Source: an optimization exercise on an open RTL-to-GDS flow (aim: a short achievable clock period and few clock cycles). Production flows keep margins and buffers that such runs may drop.
Function was checked by simulation only, so behaviour that the tests miss may differ from the original.
Power is estimated from default activity; no workload was simulated.

## flow/flow/run.sh

```bash
#!/bin/bash
set -euo pipefail
bash standard.sh SETUP_SLACK_MARGIN=9.5 finish > orfs_make.log 2>&1
```

## flow/standard.sh

```bash
#!/bin/bash
# synth_recipe.tcl (not shown) runs the flow's synth.tcl, then flattens the netlist and writes it again
# the make line also repeats each setting of config.mk as NAME=value (left out here)
make -C /OpenROAD-flow-scripts/flow DESIGN_CONFIG=/design/flow/config.mk WORK_HOME=/design/flow/orfs CLKGATE_MAP_FILE= SYNTH_SCRIPT=/design/flow/synth_recipe.tcl "${@:-finish}"
```

## flow/config.mk

```make
export PLATFORM = sky130hd
export DESIGN_NAME = CPU
export DESIGN_NICKNAME = CPU
export VERILOG_FILES = /design/flow/design.v
export SDC_FILE = /design/flow/constraint.sdc
export NUM_CORES = 4
export LEC_CHECK = 0
export ABC_CLOCK_PERIOD_IN_PS = 3000
export CAP_MARGIN = 20
export CORE_MARGIN = 2
export CORE_UTILIZATION = 25
export SLEW_MARGIN = 20
```

## flow/constraint.sdc

```tcl
create_clock -name core_clock -period 13.5 [get_ports {Clk}]
set_input_delay 2.7000 -clock core_clock [delete_from_list [all_inputs] [get_ports {Clk}]]
set_output_delay 2.7000 -clock core_clock [all_outputs]
set_load 0.01 [all_outputs]
```

## flow/design.v

```verilog
module MUX2X5(A0, A1, S, Y);
	input [4:0] A0;
	input [4:0] A1;
	input S;
	output [4:0] Y;
	assign Y = S? A1 : A0;
endmodule
module MUX2X32(A0, A1, S, Y);
	input [31:0] A0;
	input [31:0] A1;
	input S;
	output [31:0] Y;
	assign Y = S? A1 : A0; 
endmodule
module MUX4X32(A0 , A1, A2, A3, S, Y);
    input [31:0] A0, A1, A2, A3;
    input [1:0] S;
    output [31:0] Y;
    assign Y = (S == 2'b00)? A0 : (S == 2'b01)? A1 :
	             (S == 2'b10)? A2 : A3; 
endmodule
module dff32(D, Clock, Reset, Q);	 
	input Clock, Reset;
	input [31:0] D;
	output reg [31:0] Q;
	always @(posedge Clock or negedge Reset) begin
		if(Reset == 0) Q <= 0;
		else     Q <= D;
	end
endmodule
module addsub32(A, B, sub, Result);
	input [31:0] A, B;
	input sub;
	output[31:0] Result;
	cla32 as32(A , B^{32{sub}} , sub , Result); 
endmodule
module cla32(a, b, c, s);
	input [31:0] a, b;
	input c;
	output[31:0] s;
	assign s = a + b + c; 
endmodule
module SHIFTER_32(X,Sa, Right, Arith, Sh);
    input[31:0]X;
    input[4:0]Sa;
    input Arith,Right;
    output [31:0]Sh;
    wire [31:0]T4,S4,T3,S3,T2,S2,T1,S1,T0;
    wire a = X[31] & Arith;
    wire [15:0]e={16{a}};
    parameter z=16'b0;
    wire [31:0]L1u,L1d,L2u,L2d,L3u,L3d,L4u,L4d,L5u,L5d;
    assign L1u={X[15:0],z};
    assign L1d={e,X[31:16]};
    MUX2X32 M1l(L1u,L1d,Right,T4);
    MUX2X32 M1r(X,T4,Sa[4],S4);
    assign L2u={S4[23:0],z[7:0]};
    assign L2d={e[7:0],S4[31:8]};
    MUX2X32 M2l(L2u,L2d,Right,T3);
    MUX2X32 M2r(S4,T3,Sa[3],S3);
    assign L3u={S3[27:0],z[3:0]};
    assign L3d={e[3:0],S3[31:4]};
    MUX2X32 M3l(L3u,L3d,Right,T2);
    MUX2X32 M3r(S3,T2,Sa[2],S2);
    assign L4u={S2[29:0],z[1:0]};
    assign L4d={e[1:0],S2[31:2]};
    MUX2X32 M4l(L4u,L4d,Right,T1);
    MUX2X32 M4r(S2,T1,Sa[1],S1);
    assign L5u={S1[30:0],z[0]};
    assign L5d={e[0],S1[31:1]};
    MUX2X32 M5l(L5u,L5d,Right,T0);
    MUX2X32 M5r(S1,T0,Sa[0],Sh);
endmodule
module ALU(X, Y, Aluc, R, Z);
	input [31:0] X, Y;
	input [3:0] Aluc;
	output wire [31:0] R;
	output wire Z;
	wire [31:0] d_and = X & Y;
	wire [31:0] d_or  = X | Y;
	wire [31:0] d_xor = X ^ Y;
	wire [31:0] d_lui = {Y[15:0],16'h0};
	wire [31:0] d_and_or = Aluc[2]? d_or:d_and;
	wire [31:0] d_xor_lui = Aluc[2]? d_lui:d_xor;
	wire [31:0] d_as, d_sh;
	addsub32 as32 (X, Y, Aluc[2], d_as);
	SHIFTER_32 shift_1 (Y, X[4:0], Aluc[2], Aluc[3], d_sh);
	MUX4X32 sel(d_as, d_and_or, d_xor_lui, d_sh, Aluc[1:0], R);
	assign Z = ~|R;
endmodule
module RegFile(Sa, Sb, D, We, Clk, Clrn, Qa, Qb);
	input [31:1] Sa, Sb, We;
	input [31:0] D;
	input Clk, Clrn;
	output reg [31:0] Qa, Qb;
	reg [31:0] Register[1:31];
	integer k;
	always @(*) begin
		Qa = 32'h0;
		Qb = 32'h0;
		for (k = 1; k <= 31; k = k + 1) begin
			Qa = Qa | ({32{Sa[k]}} & Register[k]);
			Qb = Qb | ({32{Sb[k]}} & Register[k]);
		end
	end
	integer i;
	always @(posedge Clk or negedge Clrn) begin
		if (Clrn == 0) begin
			for (i = 1; i <= 31; i = i + 1) Register[i] <= 0;
		end else begin
			for (i = 1; i <= 31; i = i + 1)
				if (We[i]) Register[i] <= D;
		end
	end
endmodule
module ControlUnit(Op, Func, Z, Wmem, Wreg, Regrt, Reg2reg, Aluc, Shift, Aluqb, Pcsrc, jal, Se);
	input [5:0] Op, Func;
	input Z;
	output [3:0] Aluc;
	output [1:0] Pcsrc;
	output Wmem, Wreg, Regrt, Se, Shift, Aluqb, Reg2reg, jal;
	wire i_add = (Op == 6'b000000 & Func == 6'b100000)?1:0;
	wire i_sub = (Op == 6'b000000 & Func == 6'b100010)?1:0;
	wire i_and = (Op == 6'b000000 & Func == 6'b100100)?1:0;
	wire i_or  = (Op == 6'b000000 & Func == 6'b100101)?1:0;
	wire i_xor = (Op == 6'b000000 & Func == 6'b100110)?1:0;
	wire i_sll = (Op == 6'b000000 & Func == 6'b000000)?1:0;
	wire i_srl = (Op == 6'b000000 & Func == 6'b000010)?1:0;
	wire i_sra = (Op == 6'b000000 & Func == 6'b000011)?1:0;
	wire i_jr  = (Op == 6'b000000 & Func == 6'b001000)?1:0;
	wire i_addi = (Op == 6'b001000)?1:0;
	wire i_andi = (Op == 6'b001100)?1:0; 
	wire i_ori  = (Op == 6'b001101)?1:0;
	wire i_xori = (Op == 6'b001110)?1:0;
	wire i_lw   = (Op == 6'b100011)?1:0;
	wire i_sw   = (Op == 6'b101011)?1:0;
	wire i_beq  = (Op == 6'b000100)?1:0;
	wire i_bne  = (Op == 6'b000101)?1:0;
	wire i_lui  = (Op == 6'b001111)?1:0;
	wire i_j    = (Op == 6'b000010)?1:0;
	wire i_jal  = (Op == 6'b000011)?1:0; 
	assign Wreg  = i_add  | i_sub  | i_and | i_or | i_xor  | 
	i_sll | i_srl |i_sra |	i_addi | i_andi | 
	i_ori | i_or | i_xori | i_lw  | i_lui |i_jal;
	assign Regrt  = i_addi | i_andi | i_ori | i_xori |i_lw |i_lui;
	assign jal = i_jal;
	assign Reg2reg  = i_lw;
	assign Shift  = i_sll | i_srl |i_sra;
	assign Aluqb = i_addi | i_andi | i_ori | i_xori | i_lw | i_lui |i_sw;
	assign Se = i_addi | i_lw | i_sw | i_beq | i_bne;
	assign Aluc[3] = i_sra;
	assign Aluc[2] = i_sub |i_or | i_srl | i_sra | i_ori |i_lui;
	assign Aluc[1] = i_xor | i_sll | i_srl | i_sra | i_xori |
	 i_beq | i_bne | i_lui;
	assign Aluc[0] = i_and | i_or | i_sll | i_srl |i_sra |
	 i_andi  | i_ori;
	assign Wmem  = i_sw;
	assign Pcsrc[1] = i_jr | i_j | i_jal;
	assign Pcsrc[0] = i_beq & Z | i_bne&~Z | i_j | i_jal;
endmodule
module CPU(Clk, Clrn, Inst, Dread, Iaddr, Wmem, Dwirte, Daddr);
	input Clk, Clrn;
	input [31:0] Inst, Dread;
	output [31:0] Iaddr, Daddr, Dwirte;
	output Wmem;
	reg [31:0] pc;                  
	reg [31:0] ras;                 
	reg [31:0] pc4x;                
	reg [31:1] sa_x, sb_x;          
	reg        fa_x, fb_x;          
	reg        stall_x;             
	reg [31:0] immv_x;              
	reg [31:0] constv_x;            
	reg [4:0]  sh_x;                
	reg [4:0]  dest_x;              
	reg        useimm_x, sub_x, sra_x;
	reg        s_add_x, s_and_x, s_or_x, s_xor_x, s_sll_x, s_sr_x;
	reg        lw_x, sw_x, beq_x, bne_x, jr_x;
	reg [31:0] res_m;               
	reg [31:1] we_m;                
	reg        ld_m;                
	reg [31:0] dadr_m, dst_m;       
	reg        wmem_m;
	assign Iaddr  = pc;
	assign Dwirte = dadr_m;
	assign Daddr  = dst_m;
	assign Wmem   = wmem_m;
	wire [5:0] op = Inst[31:26];
	wire [5:0] fn = Inst[5:0];
	wire [4:0] rs = Inst[25:21];
	wire [4:0] rt = Inst[20:16];
	wire [4:0] rd = Inst[15:11];
	wire rtype  = (op == 6'h00);
	wire i_add  = rtype & (fn == 6'h20);
	wire i_sub  = rtype & (fn == 6'h22);
	wire i_and  = rtype & (fn == 6'h24);
	wire i_or   = rtype & (fn == 6'h25);
	wire i_xor  = rtype & (fn == 6'h26);
	wire i_sll  = rtype & (fn == 6'h00);
	wire i_srl  = rtype & (fn == 6'h02);
	wire i_sra  = rtype & (fn == 6'h03);
	wire i_jr   = rtype & (fn == 6'h08);
	wire i_addi = (op == 6'h08);
	wire i_andi = (op == 6'h0c);
	wire i_ori  = (op == 6'h0d);
	wire i_xori = (op == 6'h0e);
	wire i_lui  = (op == 6'h0f);
	wire i_lw   = (op == 6'h23);
	wire i_sw   = (op == 6'h2b);
	wire i_beq  = (op == 6'h04);
	wire i_bne  = (op == 6'h05);
	wire i_j    = (op == 6'h02);
	wire i_jal  = (op == 6'h03);
	wire wr_rd = i_add | i_sub | i_and | i_or | i_xor | i_sll | i_srl | i_sra;
	wire wr_rt = i_addi | i_andi | i_ori | i_xori | i_lui | i_lw;
	wire [4:0] dest = wr_rd ? rd : wr_rt ? rt : i_jal ? 5'd31 : 5'd0;
	wire use_rs = i_add | i_sub | i_and | i_or | i_xor | i_jr | i_addi | i_andi |
	              i_ori | i_xori | i_lw | i_sw | i_beq | i_bne;
	wire use_rt = i_add | i_sub | i_and | i_or | i_xor | i_sll | i_srl | i_sra |
	              i_sw | i_beq | i_bne;
	wire sext = i_addi | i_lw | i_sw | i_beq | i_bne;
	wire [31:0] immv = {{16{sext & Inst[15]}}, Inst[15:0]};
	wire fa = (dest_x != 5'd0) & (dest_x == rs) & ~lw_x;
	wire fb = (dest_x != 5'd0) & (dest_x == rt) & ~lw_x;
	wire ldu = lw_x & (dest_x != 5'd0) &
	           ((use_rs & (dest_x == rs)) | (use_rt & (dest_x == rt)));
	reg [31:1] rs_oh, rt_oh;
	integer n;
	always @(*) begin
		for (n = 1; n <= 31; n = n + 1) begin
			rs_oh[n] = (rs == n) & ~fa;
			rt_oh[n] = (rt == n) & ~fb;
		end
	end
	wire [31:0] pc4    = pc + 32'd4;
	wire        f_same = (rs == rt);
	wire        f_pt   = (i_beq & f_same) | (i_bne & ~f_same);
	wire [11:0] f_blo  = pc4[13:2] + Inst[11:0];
	wire [31:0] f_btgt = {pc4[31:14], f_blo, 2'b00};
	wire [31:0] f_jt   = {pc4[31:28], Inst[25:0], 2'b00};
	wire [31:0] f_npc  = f_pt ? f_btgt : (i_j | i_jal) ? f_jt : i_jr ? ras : pc4;
	wire [31:0] qa, qb;
	wire [31:0] wdata = ld_m ? Dread : res_m;
	RegFile rf (sa_x, sb_x, wdata, we_m, Clk, Clrn, qa, qb);
	wire [31:0] a  = qa | ({32{fa_x}} & res_m);
	wire [31:0] b  = qb | ({32{fb_x}} & res_m);
	wire [31:0] bo = useimm_x ? immv_x : b;
	wire [31:0] sum = a + (sub_x ? ~bo : bo) + {31'b0, sub_x};
	wire [31:0] shl = b << sh_x;
	wire [63:0] shr64 = {{32{sra_x & b[31]}}, b} >> sh_x;
	wire [31:0] res = ({32{s_add_x}} & sum) |
	                  ({32{s_and_x}} & (a & bo)) |
	                  ({32{s_or_x}}  & (a | bo)) |
	                  ({32{s_xor_x}} & (a ^ bo)) |
	                  ({32{s_sll_x}} & shl) |
	                  ({32{s_sr_x}}  & shr64[31:0]) |
	                  constv_x;
	wire [31:0] btgtx = pc4x + {immv_x[29:0], 2'b00};
	wire        eq    = (a == b);
	wire        taken = (beq_x & eq) | (bne_x & ~eq);
	wire        m_t   = (pc == btgtx);
	wire        m_n   = (pc == pc4x);
	wire        m_j   = (pc == a);
	wire        xred  = ~stall_x & ((((beq_x | bne_x) & (taken ? ~m_t : ~m_n))) | (jr_x & ~m_j));
	wire [31:0] xtgt  = jr_x ? a : taken ? btgtx : pc4x;
	wire        go    = ~stall_x & ~xred;    
	reg [31:1] dest_oh;
	integer m;
	always @(*)
		for (m = 1; m <= 31; m = m + 1) dest_oh[m] = (dest_x == m);
	always @(posedge Clk or negedge Clrn) begin
		if (Clrn == 0) begin
			pc       <= 32'h0;
			ras      <= 32'h0;
			pc4x     <= 32'h0;
			sa_x     <= 31'h0;
			sb_x     <= 31'h0;
			fa_x     <= 1'b0;
			fb_x     <= 1'b0;
			stall_x  <= 1'b0;
			immv_x   <= 32'h0;
			constv_x <= 32'h0;
			sh_x     <= 5'd0;
			dest_x   <= 5'd0;
			useimm_x <= 1'b0;
			sub_x    <= 1'b0;
			sra_x    <= 1'b0;
			s_add_x  <= 1'b0;
			s_and_x  <= 1'b0;
			s_or_x   <= 1'b0;
			s_xor_x  <= 1'b0;
			s_sll_x  <= 1'b0;
			s_sr_x   <= 1'b0;
			lw_x     <= 1'b0;
			sw_x     <= 1'b0;
			beq_x    <= 1'b0;
			bne_x    <= 1'b0;
			jr_x     <= 1'b0;
			res_m    <= 32'h0;
			we_m     <= 31'h0;
			ld_m     <= 1'b0;
			dadr_m   <= 32'h0;
			dst_m    <= 32'h0;
			wmem_m   <= 1'b0;
		end else begin
			res_m  <= res;
			we_m   <= stall_x ? 31'h0 : dest_oh;
			ld_m   <= ~stall_x & lw_x;
			dadr_m <= sum;
			dst_m  <= b;
			wmem_m <= ~stall_x & sw_x;
			if (stall_x) begin
				stall_x <= 1'b0;
			end else if (xred) begin
				pc       <= xtgt;
				sa_x     <= 31'h0;
				sb_x     <= 31'h0;
				fa_x     <= 1'b0;
				fb_x     <= 1'b0;
				constv_x <= 32'h0;
				dest_x   <= 5'd0;
				s_add_x  <= 1'b0;
				s_and_x  <= 1'b0;
				s_or_x   <= 1'b0;
				s_xor_x  <= 1'b0;
				s_sll_x  <= 1'b0;
				s_sr_x   <= 1'b0;
				lw_x     <= 1'b0;
				sw_x     <= 1'b0;
				beq_x    <= 1'b0;
				bne_x    <= 1'b0;
				jr_x     <= 1'b0;
			end else begin
				pc       <= f_npc;
				if (i_jal) ras <= pc4;
				pc4x     <= pc4;
				sa_x     <= rs_oh;
				sb_x     <= rt_oh;
				fa_x     <= fa;
				fb_x     <= fb;
				stall_x  <= ldu;
				immv_x   <= immv;
				constv_x <= i_lui ? {Inst[15:0], 16'h0} : i_jal ? pc4 : 32'h0;
				sh_x     <= Inst[10:6];
				dest_x   <= dest;
				useimm_x <= i_addi | i_lw | i_sw | i_andi | i_ori | i_xori;
				sub_x    <= i_sub;
				sra_x    <= i_sra;
				s_add_x  <= i_add | i_sub | i_addi | i_lw | i_sw;
				s_and_x  <= i_and | i_andi;
				s_or_x   <= i_or | i_ori;
				s_xor_x  <= i_xor | i_xori;
				s_sll_x  <= i_sll;
				s_sr_x   <= i_srl | i_sra;
				lw_x     <= i_lw;
				sw_x     <= i_sw;
				beq_x    <= i_beq;
				bne_x    <= i_bne;
				jr_x     <= i_jr;
			end
		end
	end
endmodule
```

==> results of run 1 <==
-- area by class of cell --
class / instances / area share
multi-input cells: 5579 / 0.417
flip-flops and latches: 1350 / 0.376
diodes: 18 / 0.000496
clock inverters: 47 / 0.00767
inverters: 150 / 0.00624
clock buffers: 220 / 0.0501
repair buffers: 743 / 0.0913
well taps: 3762 / 0.0518
-- timing repair --
| item | CTS | global route |
|---|---|---|
| cloned | 33 | 4 |
| pin swaps | 130 | 103 |
| endpoints found under the setup margin | 936 | 820 |
| buffers inserted | 232 | 68 |
| resized for setup | 1091 | 239 |
-- cells in the mapped netlist (7+ instances only) --
cell / number / area (µm²)
a21o_1: 35 / 263
nor3_1: 55 / 275
a221o_1: 23 / 230
mux2_2: 89 / 1000
a21oi_1: 1144 / 5730
buf_2: 42 / 210
nor2b_1: 55 / 344
nand3_1: 71 / 355
xnor2_1: 194 / 1700
nand2b_1: 28 / 175
a221oi_1: 44 / 385
nand3b_1: 10 / 75.1
and3_1: 22 / 138
o211ai_1: 15 / 113
o21a_1: 18 / 135
o21bai_1: 12 / 90.1
and2_1: 7 / 43.8
buf_1: 45 / 169
xor2_1: 59 / 517
nor4_2: 18 / 225
a22oi_1: 1041 / 7820
dfrtp_1: 1350 / 33800
a31oi_1: 16 / 100
or3_1: 10 / 62.6
nor2_1: 1229 / 4610
inv_1: 149 / 559
clkbuf_1: 678 / 2540
o21ai_0: 187 / 936
o2111ai_1: 16 / 140
or2_2: 20 / 125
a211oi_1: 58 / 435
o31ai_1: 26 / 195
a2111oi_0: 20 / 175
nand4_1: 271 / 1700
nand2_1: 275 / 1030
ha_1: 135 / 1690
or4_1: 37 / 278
nor4_1: 21 / 131
mux2i_1: 192 / 1920
a22o_1: 38 / 333
-- cells by family (layout without fill, tap and decap cells) --
group | after synthesis | in the layout | synth area share
AOI/OAI and AO/OA | 2749 | 2749 | 0.245
and+or+nand+nor | 2147 | 2148 | 0.136
DFF | 1350 | 1350 | 0.471
buffers and inverters | 920 | 1160 | 0.0492
muxes | 287 | 287 | 0.0420
xor gates and xnor gates | 257 | 257 | 0.0322
adders and majority gates | 138 | 138 | 0.0244
other | 0 | 18 | 0
-- state kept, by name, summed over array words and instances (netlist names), 5 cells and up --
name	count
we_m	31
ras	32
dest_x	5
pc4x	32
dst_m	32
rf.Register	992
sa_x	31
res_m	32
dadr_m	32
pc	32
sb_x	31
immv_x	17
constv_x	32
-- worst max-delay path: cells and delay by family, from the launching register on --
family | cells | cell delay [ns]
XOR/XNOR | 1 | 0.19
AND/OR/NAND/NOR | 9 | 2.28
flip-flops | 1 | 0.61
multiplexers | 1 | 0.31
AO/OA/AOI/OAI | 2 | 0.88
buffers and inverters | 8 | 1.51
-- how the worst min path moves through the flow --
stage,startpoint,end,slack [ns],depth (start not counted)
final,constv_x[26],constv_x[26],0.49,2
after floorplan,constv_x[17],constv_x[17],0.45,2
after global routing,constv_x[18],constv_x[18],0.52,2
after global placement,constv_x[23],constv_x[23],0.46,2
after detailed placement,constv_x[26],constv_x[26],0.48,2
after CTS,constv_x[26],constv_x[26],0.49,2
-- metal layers --
metal  up-vias  part of all wire  wire length (µm)
met5         -            0.0010               414
met4        26             0.090             37200
met3      2217              0.16             64600
met2      6775              0.40            165000
met1     36484              0.36            148000
li1      28862                 -                 -
-- stage by stage --
step	utilization	setup WS (ns)	cells	power, W
final	0.319	7.58	11869	0.0146
after global routing	0.318	7.71	11853	0.0150
after CTS	0.312	8.00	11775	0.0141
after detailed placement	0.274	5.51	11243	0.00908
after global placement	0.274	5.40	11242	0.00905
after floorplan	-	8.55	7848	0.00731
-- power breakdown --
| group | switching [W] | internal, W |
|---|---|---|
| Sequential | 0.000744 | 0.00459 |
| Combinational | 0.00279 | 0.00192 |
| Clock | 0.00187 | 0.00265 |
-- cells in the final DEF, fill, tap and decap left out, types with 29 or more instances in the layout --
master / n
dfrtp_2: 96
buf_4: 351
a22o_1: 38
nor2_1: 1213
a22oi_1: 994
clkbuf_8: 39
clkdlybuf4s50_1: 61
buf_2: 29
o21ai_2: 69
a21o_1: 34
a21oi_1: 1110
dfrtp_1: 1194
nand2_1: 267
buf_16: 39
clkbuf_16: 161
dfrtp_4: 60
buf_6: 157
mux2i_2: 39
a22oi_2: 47
nor3_1: 39
xor2_1: 52
nand4_1: 271
o21ai_0: 87
mux2_4: 64
nor2b_1: 53
buf_12: 66
mux2_2: 29
xnor2_1: 171
ha_1: 127
or4_4: 29
mux2i_1: 141
a211oi_1: 53
nand3_1: 61
inv_1: 148
==> flow_summary_export.csv, run 1 <==
group,metric,value,unit
detailed_routing,viasPerCell,6.27,
global_routing,grt_util_met3,0.129,
cts,max-clock-path-buffers,4,
synth,mappedNetlistNets,8052,
power,powerDensity,160,nW/µm²
detailed_routing,via_count,74364,
timing,finalWorstPathRequiredPeriod,5.92,ns
timing,min_period_over_period,0.439,
setup_path,reg2reg_slack,7.58,ns
floorplan,die_h,540,µm
detailed_routing,drt_wl_total,415000,µm
timing,slew_headroom,0.0581,
outcome,result_of_the_run,"no timing/DRC/antenna violations",
setup_path,timing.critical_path.slowest_stage_cell,"dfrtp_4",
setup_path,worst_setup_path_startpoint,"sa_x[17]",
global_routing,gr-usage-met2,0.381,
floorplan,floorplan.die_area,291000,µm²
global_routing,grt_overflow_total,0,
setup_path,worstPathCellList,"buf_4 > buf_6 > a22oi_1 > nand4_1 > nor3_2 > nand2_1 > inv_1 > xnor2_1 > nor4_1 > nand4_1 > o21ai_2 > nor4b_4 > nand4_1 > and2_4 > buf_12 > nor4_4 > buf_6 > buf_6 > buf_12 > buf_16 > mux2_4",
floorplan,coreArea,285000,µm²
timing,hold_viol_final,0,
finish,num-nets-final,8183,
timing,setup_repair_after_global_routing_missed_its_margin,"true",
synth,syn_avg_cell_area,9.14,µm²
floorplan,die_w,540,µm
cts,tritoncts,"done",
detailed_routing,detail_route.drc_violations,0,
detailed_routing,drtPass1Iterations,13,
timing,hold_ws,0.492,ns
job,drv_cap,0,
synth,synth_enable_flop_cells,0,
power,p_leak,34.5,nW
timing,slew_viol_final,0,
placed_design,hpwlAfterDp,258000,µm
synth,netlist-cell-type-count,79,
floorplan,floorplan.rows,196,
floorplan,pin_count,163,
placed_design,gp_congestion,1.05,
synth,postSynth.topFlopCell,"dfrtp_1",
setup_path,worstSetupEndpoint,"ras[12]",
synth,ys_seq_area_frac,0.471,
cts,numCtsBuffers,155,
setup_path,slowest_delay,0.61,ns
finish,stdcell_area,90800,µm²
synth,yosysWarnings,3,
finish,fillerInstances,28870,
finish,seqCellArea,34100,µm²
global_routing,grt_busiest_layer,"met2",
finish,area_delta_synth_final,26.7,%
setup_path,worstReg2RegEnd,"ras[12]",
power,irDropWorstVdd,0.105,mV
timing,fmax,169,MHz
hold_path,hold_path.class,"flip-flop to flip-flop",
synth,post_synth_instance_area,71700,µm²
synth,async_flop_share,1.00,
setup_path,worstSetupPathType,"flip-flop to flip-flop",
setup_path,reg2reg_depth,21,
cts,cts-root-buf,"clkbuf_16",
setup_path,critPathArrivalTime,6.59,ns
setup_path,worstReg2RegStart,"sa_x[17]",
finish,multi_input_area,37800,µm²
global_routing,first_global_vias,69360,
placed_design,post_dp_cell_area,78100,µm²
detailed_routing,post_route_antenna_net_violation_count,0,
global_routing,antenna_found_initial,30,
detailed_routing,detail_route.iter0.violations,13914,
timing,tightestPinTransition,1.41,ns
global_routing,gr-usage-met1,0.327,
cts,cts.sinks,1350,
cts,ctsHoldBuffers,0,
global_routing,grt_start_max_net_pins,163,
floorplan,floorplan.initialDensity,0.251,
setup_path,worstSetupStartpointType,"flip-flop",
cts,clkLatencyLatePin,0.87,ns
synth,count_of_state_elements_after_synthesis,1350,
cts,htree_num_levels,4,
cts,clkSlewWorstSetupHoldPaths,0.07,ns
timing,final.setup_skew,0.0920,ns
placed_design,io_buffers,162,
global_routing,grt_first_pass_wirelength,563000,µm
finish,drive_above_1_share,0.206,
synth,synthesis.instances,7848,
timing,fin_setup_tns,0,ns
setup_path,critical_path.max_fanout,16,
detailed_routing,mean_routed_wirelength_per_cell,34.9,µm
global_routing,groute.usage.overall,0.271,
timing,setup_violations,0,
setup_path,critPathCaptureType,"flip-flop",
setup_path,timing.critical_path.required,14.17,ns
Testbench counts, summed over its fixed seeds: cycles 28,818.
==> run 2: changes to the inputs <==
--- a/flow/design.v
+++ b/flow/design.v
@@ -88,10 +88,10 @@
 	MUX4X32 sel(d_as, d_and_or, d_xor_lui, d_sh, Aluc[1:0], R);
 	assign Z = ~|R;
 endmodule
-module RegFile(Sa, Sb, D, We, Clk, Clrn, Qa, Qb);
+module RegFile(Sa, Sb, D, We, Clk, Qa, Qb);
 	input [31:1] Sa, Sb, We;
 	input [31:0] D;
-	input Clk, Clrn;
+	input Clk;
 	output reg [31:0] Qa, Qb;
 	reg [31:0] Register[1:31];
 	integer k;
@@ -104,14 +104,9 @@
 		end
 	end
 	integer i;
-	always @(posedge Clk or negedge Clrn) begin
-		if (Clrn == 0) begin
-			for (i = 1; i <= 31; i = i + 1) Register[i] <= 0;
-		end else begin
-			for (i = 1; i <= 31; i = i + 1)
-				if (We[i]) Register[i] <= D;
-		end
-	end
+	always @(posedge Clk)
+		for (i = 1; i <= 31; i = i + 1)
+			if (We[i]) Register[i] <= D;
 endmodule
 module ControlUnit(Op, Func, Z, Wmem, Wreg, Regrt, Reg2reg, Aluc, Shift, Aluqb, Pcsrc, jal, Se);
 	input [5:0] Op, Func;
@@ -165,10 +160,12 @@
 	output Wmem;
 	reg [31:0] pc;                  
 	reg [31:0] ras;                 
+	reg [31:1] rv;                  
+	reg        v_x;                 
+	reg        stall_x;             
 	reg [31:0] pc4x;                
 	reg [31:1] sa_x, sb_x;          
 	reg        fa_x, fb_x;          
-	reg        stall_x;             
 	reg [31:0] immv_x;              
 	reg [31:0] constv_x;            
 	reg [4:0]  sh_x;                
@@ -220,16 +217,18 @@
 	              i_sw | i_beq | i_bne;
 	wire sext = i_addi | i_lw | i_sw | i_beq | i_bne;
 	wire [31:0] immv = {{16{sext & Inst[15]}}, Inst[15:0]};
-	wire fa = (dest_x != 5'd0) & (dest_x == rs) & ~lw_x;
-	wire fb = (dest_x != 5'd0) & (dest_x == rt) & ~lw_x;
-	wire ldu = lw_x & (dest_x != 5'd0) &
-	           ((use_rs & (dest_x == rs)) | (use_rt & (dest_x == rt)));
-	reg [31:1] rs_oh, rt_oh;
+	wire [4:0] dx  = v_x ? dest_x : 5'd0;
+	wire fa  = (dx != 5'd0) & (dx == rs) & ~lw_x;
+	wire fb  = (dx != 5'd0) & (dx == rt) & ~lw_x;
+	wire ldu = lw_x & (dx != 5'd0) &
+	           ((use_rs & (dx == rs)) | (use_rt & (dx == rt)));
+	reg [31:1] rs_oh, rt_oh, dx_oh;
 	integer n;
 	always @(*) begin
 		for (n = 1; n <= 31; n = n + 1) begin
-			rs_oh[n] = (rs == n) & ~fa;
-			rt_oh[n] = (rt == n) & ~fb;
+			dx_oh[n] = (dx == n);
+			rs_oh[n] = (rs == n) & ~fa & (rv[n] | we_m[n] | dx_oh[n]);
+			rt_oh[n] = (rt == n) & ~fb & (rv[n] | we_m[n] | dx_oh[n]);
 		end
 	end
 	wire [31:0] pc4    = pc + 32'd4;
@@ -241,7 +240,7 @@
 	wire [31:0] f_npc  = f_pt ? f_btgt : (i_j | i_jal) ? f_jt : i_jr ? ras : pc4;
 	wire [31:0] qa, qb;
 	wire [31:0] wdata = ld_m ? Dread : res_m;
-	RegFile rf (sa_x, sb_x, wdata, we_m, Clk, Clrn, qa, qb);
+	RegFile rf (sa_x, sb_x, wdata, we_m, Clk, qa, qb);
 	wire [31:0] a  = qa | ({32{fa_x}} & res_m);
 	wire [31:0] b  = qb | ({32{fb_x}} & res_m);
 	wire [31:0] bo = useimm_x ? immv_x : b;
@@ -255,109 +254,72 @@
 	                  ({32{s_sll_x}} & shl) |
 	                  ({32{s_sr_x}}  & shr64[31:0]) |
 	                  constv_x;
+	wire        xgo   = v_x & ~stall_x;      
 	wire [31:0] btgtx = pc4x + {immv_x[29:0], 2'b00};
 	wire        eq    = (a == b);
 	wire        taken = (beq_x & eq) | (bne_x & ~eq);
 	wire        m_t   = (pc == btgtx);
 	wire        m_n   = (pc == pc4x);
 	wire        m_j   = (pc == a);
-	wire        xred  = ~stall_x & ((((beq_x | bne_x) & (taken ? ~m_t : ~m_n))) | (jr_x & ~m_j));
+	wire        xred  = xgo & ((((beq_x | bne_x) & (taken ? ~m_t : ~m_n))) | (jr_x & ~m_j));
 	wire [31:0] xtgt  = jr_x ? a : taken ? btgtx : pc4x;
-	wire        go    = ~stall_x & ~xred;    
 	reg [31:1] dest_oh;
 	integer m;
 	always @(*)
-		for (m = 1; m <= 31; m = m + 1) dest_oh[m] = (dest_x == m);
+		for (m = 1; m <= 31; m = m + 1) dest_oh[m] = xgo & (dest_x == m);
 	always @(posedge Clk or negedge Clrn) begin
 		if (Clrn == 0) begin
-			pc       <= 32'h0;
-			ras      <= 32'h0;
-			pc4x     <= 32'h0;
-			sa_x     <= 31'h0;
-			sb_x     <= 31'h0;
-			fa_x     <= 1'b0;
-			fb_x     <= 1'b0;
-			stall_x  <= 1'b0;
-			immv_x   <= 32'h0;
-			constv_x <= 32'h0;
-			sh_x     <= 5'd0;
-			dest_x   <= 5'd0;
-			useimm_x <= 1'b0;
-			sub_x    <= 1'b0;
-			sra_x    <= 1'b0;
-			s_add_x  <= 1'b0;
-			s_and_x  <= 1'b0;
-			s_or_x   <= 1'b0;
-			s_xor_x  <= 1'b0;
-			s_sll_x  <= 1'b0;
-			s_sr_x   <= 1'b0;
-			lw_x     <= 1'b0;
-			sw_x     <= 1'b0;
-			beq_x    <= 1'b0;
-			bne_x    <= 1'b0;
-			jr_x     <= 1'b0;
-			res_m    <= 32'h0;
-			we_m     <= 31'h0;
-			ld_m     <= 1'b0;
-			dadr_m   <= 32'h0;
-			dst_m    <= 32'h0;
-			wmem_m   <= 1'b0;
+			pc      <= 32'h0;
+			ras     <= 32'h0;
+			rv      <= 31'h0;
+			v_x     <= 1'b0;
+			stall_x <= 1'b0;
+			we_m    <= 31'h0;
+			ld_m    <= 1'b0;
+			wmem_m  <= 1'b0;
 		end else begin
-			res_m  <= res;
-			we_m   <= stall_x ? 31'h0 : dest_oh;
-			ld_m   <= ~stall_x & lw_x;
-			dadr_m <= sum;
-			dst_m  <= b;
-			wmem_m <= ~stall_x & sw_x;
+			rv     <= rv | we_m;
+			we_m   <= dest_oh;
+			ld_m   <= xgo & lw_x;
+			wmem_m <= xgo & sw_x;
 			if (stall_x) begin
 				stall_x <= 1'b0;
-			end else if (xred) begin
-				pc       <= xtgt;
-				sa_x     <= 31'h0;
-				sb_x     <= 31'h0;
-				fa_x     <= 1'b0;
-				fb_x     <= 1'b0;
-				constv_x <= 32'h0;
-				dest_x   <= 5'd0;
-				s_add_x  <= 1'b0;
-				s_and_x  <= 1'b0;
-				s_or_x   <= 1'b0;
-				s_xor_x  <= 1'b0;
-				s_sll_x  <= 1'b0;
-				s_sr_x   <= 1'b0;
-				lw_x     <= 1'b0;
-				sw_x     <= 1'b0;
-				beq_x    <= 1'b0;
-				bne_x    <= 1'b0;
-				jr_x     <= 1'b0;
 			end else begin
-				pc       <= f_npc;
+				v_x     <= ~xred;
+				stall_x <= ldu & ~xred;
+				pc      <= xred ? xtgt : f_npc;
 				if (i_jal) ras <= pc4;
-				pc4x     <= pc4;
-				sa_x     <= rs_oh;
-				sb_x     <= rt_oh;
-				fa_x     <= fa;
-				fb_x     <= fb;
-				stall_x  <= ldu;
-				immv_x   <= immv;
-				constv_x <= i_lui ? {Inst[15:0], 16'h0} : i_jal ? pc4 : 32'h0;
-				sh_x     <= Inst[10:6];
-				dest_x   <= dest;
-				useimm_x <= i_addi | i_lw | i_sw | i_andi | i_ori | i_xori;
-				sub_x    <= i_sub;
-				sra_x    <= i_sra;
-				s_add_x  <= i_add | i_sub | i_addi | i_lw | i_sw;
-				s_and_x  <= i_and | i_andi;
-				s_or_x   <= i_or | i_ori;
-				s_xor_x  <= i_xor | i_xori;
-				s_sll_x  <= i_sll;
-				s_sr_x   <= i_srl | i_sra;
-				lw_x     <= i_lw;
-				sw_x     <= i_sw;
-				beq_x    <= i_beq;
-				bne_x    <= i_bne;
-				jr_x     <= i_jr;
 			end
 		end
 	end
+	always @(posedge Clk) begin
+		res_m  <= res;
+		dadr_m <= sum;
+		dst_m  <= b;
+		if (!stall_x) begin
+			pc4x     <= pc4;
+			sa_x     <= rs_oh;
+			sb_x     <= rt_oh;
+			fa_x     <= fa;
+			fb_x     <= fb;
+			immv_x   <= immv;
+			constv_x <= i_lui ? {Inst[15:0], 16'h0} : i_jal ? pc4 : 32'h0;
+			sh_x     <= Inst[10:6];
+			dest_x   <= dest;
+			useimm_x <= i_addi | i_lw | i_sw | i_andi | i_ori | i_xori;
+			sub_x    <= i_sub;
+			sra_x    <= i_sra;
+			s_add_x  <= i_add | i_sub | i_addi | i_lw | i_sw;
+			s_and_x  <= i_and | i_andi;
+			s_or_x   <= i_or | i_ori;
+			s_xor_x  <= i_xor | i_xori;
+			s_sll_x  <= i_sll;
+			s_sr_x   <= i_srl | i_sra;
+			lw_x     <= i_lw;
+			sw_x     <= i_sw;
+			beq_x    <= i_beq;
+			bne_x    <= i_bne;
+			jr_x     <= i_jr;
+		end
+	end
 endmodule
==> run 2 against run 1 <==
Register-to-register slack gained 0.84 ns. Utilization grew 0.83 points. Power shrank 16%. Sequential power shrank 5.1%. Global-route usage shrank 0.18 points. Non-clock buffer count grew 113. Sequential share of layout area grew 8.2 points. Flip-flop and latch count grew 32. Die area shrank 6.0%. Clock power shrank 5.8%.
==> flow_summary_export.csv, run 2 <==
group,metric,value,unit
floorplan,coreArea,268000,µm²
job,drv_cap,0,
synth,post_synth_instance_area,67400,µm²
timing,hold_viol_final,0,
placed_design,post_dp_cell_area,73700,µm²
cts,cts-root-buf,"clkbuf_16",
setup_path,worstSetupStartpointType,"flip-flop",
synth,mappedNetlistNets,5697,
cts,numCtsBuffers,146,
timing,finalWorstPathRequiredPeriod,5.08,ns
global_routing,grt_first_pass_wirelength,506000,µm
setup_path,critPathArrivalTime,5.78,ns
global_routing,first_global_vias,57686,
power,p_leak,31.3,nW
setup_path,critPathCaptureType,"flip-flop",
finish,multi_input_area,28100,µm²
timing,tightestPinTransition,1.19,ns
detailed_routing,post_route_antenna_net_violation_count,0,
cts,max-clock-path-buffers,3,
finish,area_delta_synth_final,30.0,%
synth,synth_enable_flop_cells,1156,
synth,post-synth-top-count-cell,"edfxtp_1",
floorplan,die_w,523,µm
floorplan,floorplan.rows,190,
detailed_routing,mean_routed_wirelength_per_cell,39.8,µm
setup_path,timing.critical_path.required,14.20,ns
setup_path,worst_setup_path_startpoint,"sb_x[16]",
hold_path,hold_path.class,"flip-flop to flip-flop",
detailed_routing,via_count,63895,
placed_design,io_buffers,162,
global_routing,groute.usage.overall,0.270,
hold_path,min-delay-start,"rv[13]",
timing,slew_headroom,0.209,
placed_design,gp_congestion,1.03,
synth,postSynth.topFlopCell,"edfxtp_1",
finish,seqCellArea,40100,µm²
global_routing,grt_overflow_total,0,
cts,htree_num_levels,4,
hold_path,hold_path_depth,1,
finish,max_reg_flops,992,
synth,syn_avg_cell_area,12.3,µm²
setup_path,worstSetupPathType,"flip-flop to flip-flop",
setup_path,critical_path.max_fanout,16,
floorplan,floorplan.die_area,274000,µm²
synth,post_synth_main_area_contributors,"edfxtp_1 (51%), a22oi_1 (11%), dfrtp_1 (4.8%)",
detailed_routing,drtPass1Iterations,14,
setup_path,worstReg2RegStart,"sb_x[16]",
timing,setup_violations,0,
synth,async_flop_share,0.0941,
power,irDropWorstVdd,0.0991,mV
floorplan,pin_count,163,
cts,tritoncts,"done",
synth,yosysWarnings,3,
finish,num-nets-final,6306,
timing,fin_setup_tns,0,ns
finish,layout_commonest_cell,"edfxtp_1",
cts,ctsHoldBuffers,0,
timing,hold_ws,0.445,ns
synth,ys_seq_area_frac,0.592,
finish,final_cell_mix,"edfxtp_1 (1156), a22oi_1 (944), buf_4 (423), nand4_1 (263), nor2_1 (241)",
detailed_routing,detail_route.drc_violations,0,
floorplan,floorplan.initialDensity,0.251,
cts,clkLatencyLatePin,0.87,ns
finish,fillerInstances,26300,
synth,netlist-cell-type-count,94,
detailed_routing,detail_route.iter0.violations,15666,
timing,min_period_over_period,0.376,
synth,synth.top_cell.area_share,0.515,
timing,setup_repair_after_global_routing_missed_its_margin,"true",
detailed_routing,drt_wl_total,390000,µm
finish,stdcell_area,87600,µm²
synth,synth_largest_area_cell,"edfxtp_1",
timing,slew_viol_final,0,
detailed_routing,viasPerCell,6.51,
finish,drive_above_1_share,0.274,
timing,fmax,197,MHz
outcome,result_of_the_run,"no timing/DRC/antenna violations",
cts,cts.sinks,1382,
global_routing,antenna_found_initial,34,
finish,registers.top_by_ff_count,"rf.Register",
synth,synthesis.instances,5493,
synth,count_of_state_elements_after_synthesis,1382,
setup_path,reg2reg_depth,20,
global_routing,grt_start_max_net_pins,85,
floorplan,die_h,523,µm
power,powerDensity,140,nW/µm²
placed_design,hpwlAfterDp,207000,µm
timing,final.setup_skew,0.0786,ns
synth,synth_common_cells,"edfxtp_1 (1156), a22oi_1 (1004), nor2_1 (276), nand4_1 (263), clkbuf_1 (238)",
cts,clkSlewWorstSetupHoldPaths,0.06,ns
[run 2: logic make-up (layout without fill, tap and decap cells)]
kind of cell    Yosys count  count (layout)  synth area share
xor+xnor                240             240            0.0337
compound gates         1737            1738             0.185
mux                     182             182            0.0281
simple gates           1263            1269             0.101
fa+ha+maj               138             138            0.0259
flops                  1382            1382             0.592
buf+inv                 551            1274            0.0343
other cells               0              40                 0
[run 2: cell type report]
type,count,share of cell area
Multi-Input combinational cell,3567,0.321
Antenna cell,40,0.00114
Clock inverter,74,0.0108
Inverter,149,0.00655
Tap cell,3552,0.0507
Timing Repair Buffer,856,0.106
Sequential cell,1382,0.457
Clock buffer,195,0.0460
[run 2: worst paths after layout]
kind	endpoint	slack, ns
min in group asynchronous	ras[0]	1.91
setup reg to reg	res_m[30]	8.42
max in group asynchronous	we_m[7]	10.20
setup / recovery	res_m[30]	8.42
hold reg to reg	rv[13]	0.44
hold / removal	rv[13]	0.44
[run 2: metal layers]
layer,routed length (µm),vias up,GRT usage
met5,849,-,0.00728
met4,39200,46,0.193
met3,73500,2301,0.151
met2,146000,7705,0.357
met1,131000,30719,0.324
li1,-,23124,-
[run 2: stage by stage]
step / setup slack, ns / std cells / utilization / total power, W
after floorplan: 8.64 / 5493 / - / 0.00637
after global placement: 7.34 / 8989 / 0.275 / 0.00740
after detailed placement: 7.39 / 8990 / 0.275 / 0.00739
after CTS: 8.69 / 9638 / 0.319 / 0.0120
after global routing: 8.41 / 9785 / 0.327 / 0.0125
final: 8.42 / 9815 / 0.327 / 0.0123
[run 2: critical path, cell delays in order, from the launching register on]
cell	delay, ns
edfxtp_1	0.42
clkbuf_16	0.25
a22oi_1	0.20
nand4_1	0.13
or4_4	0.68
mux2i_4	0.25
xnor2_2	0.18
inv_2	0.06
fa_2	0.37
nor2b_4	0.12
o21ai_2	0.07
a21boi_2	0.20
o21ai_2	0.12
a311oi_4	0.43
nor4_4	0.08
o31a_1	0.35
o21ba_4	0.22
o21ai_4	0.21
a31oi_4	0.12
mux2i_1	0.16
a211o_1	0.27
[run 2: power breakdown]
| group | switching, W | leakage, nW | internal [W] | total, W |
|---|---|---|---|---|
| combinational | 0.00180 | 15.5 | 0.00115 | 0.00294 |
| clock | 0.00185 | 2.39 | 0.00241 | 0.00426 |
| sequential | 0.000249 | 13.4 | 0.00482 | 0.00507 |
[run 2: what timing repair did]
item	CTS	global route
gates resized for setup	1311	176
cloned	40	9
setup endpoints to repair	299	190
buffers inserted	339	127
pin swaps	125	125
Testbench counts of run 2, summed over its fixed seeds: cycles 28,818.

afterwards: timing with drivers on the ports:
The results above use ideal ports. As a check the final layouts listed here were re-extracted and re-timed, cells and wires unchanged. Step 1: set_driving_cell puts a clkbuf_16 on Clk and a buf_2 on each other input, an assumption about the parent block. Step 2 times the ports against the registers' clock, not the clock port: input delays grow and output delays shrink by t, the midpoint of the rising clock arrivals with the driver on. a / b / c = ideal / step 1 / step 2; a / b = the first two.
| run | t (ns) | setup slack, ns | worst setup path after step 2 | latest minus earliest clock arrival (ns) |
|---|---|---|---|---|
| run 1 | 0.913 | 7.578 / 7.578 / 7.227 | input to register | 0.092 / 0.092 |
| run 2 | 0.926 | 8.422 / 8.422 / 8.124 | input to register | 0.078 / 0.079 |
After both steps setup and hold are still met in every run listed. The setup slack of run 1, which loses most, moves by 0.000 ns with the drivers and by -0.351 ns with both steps.
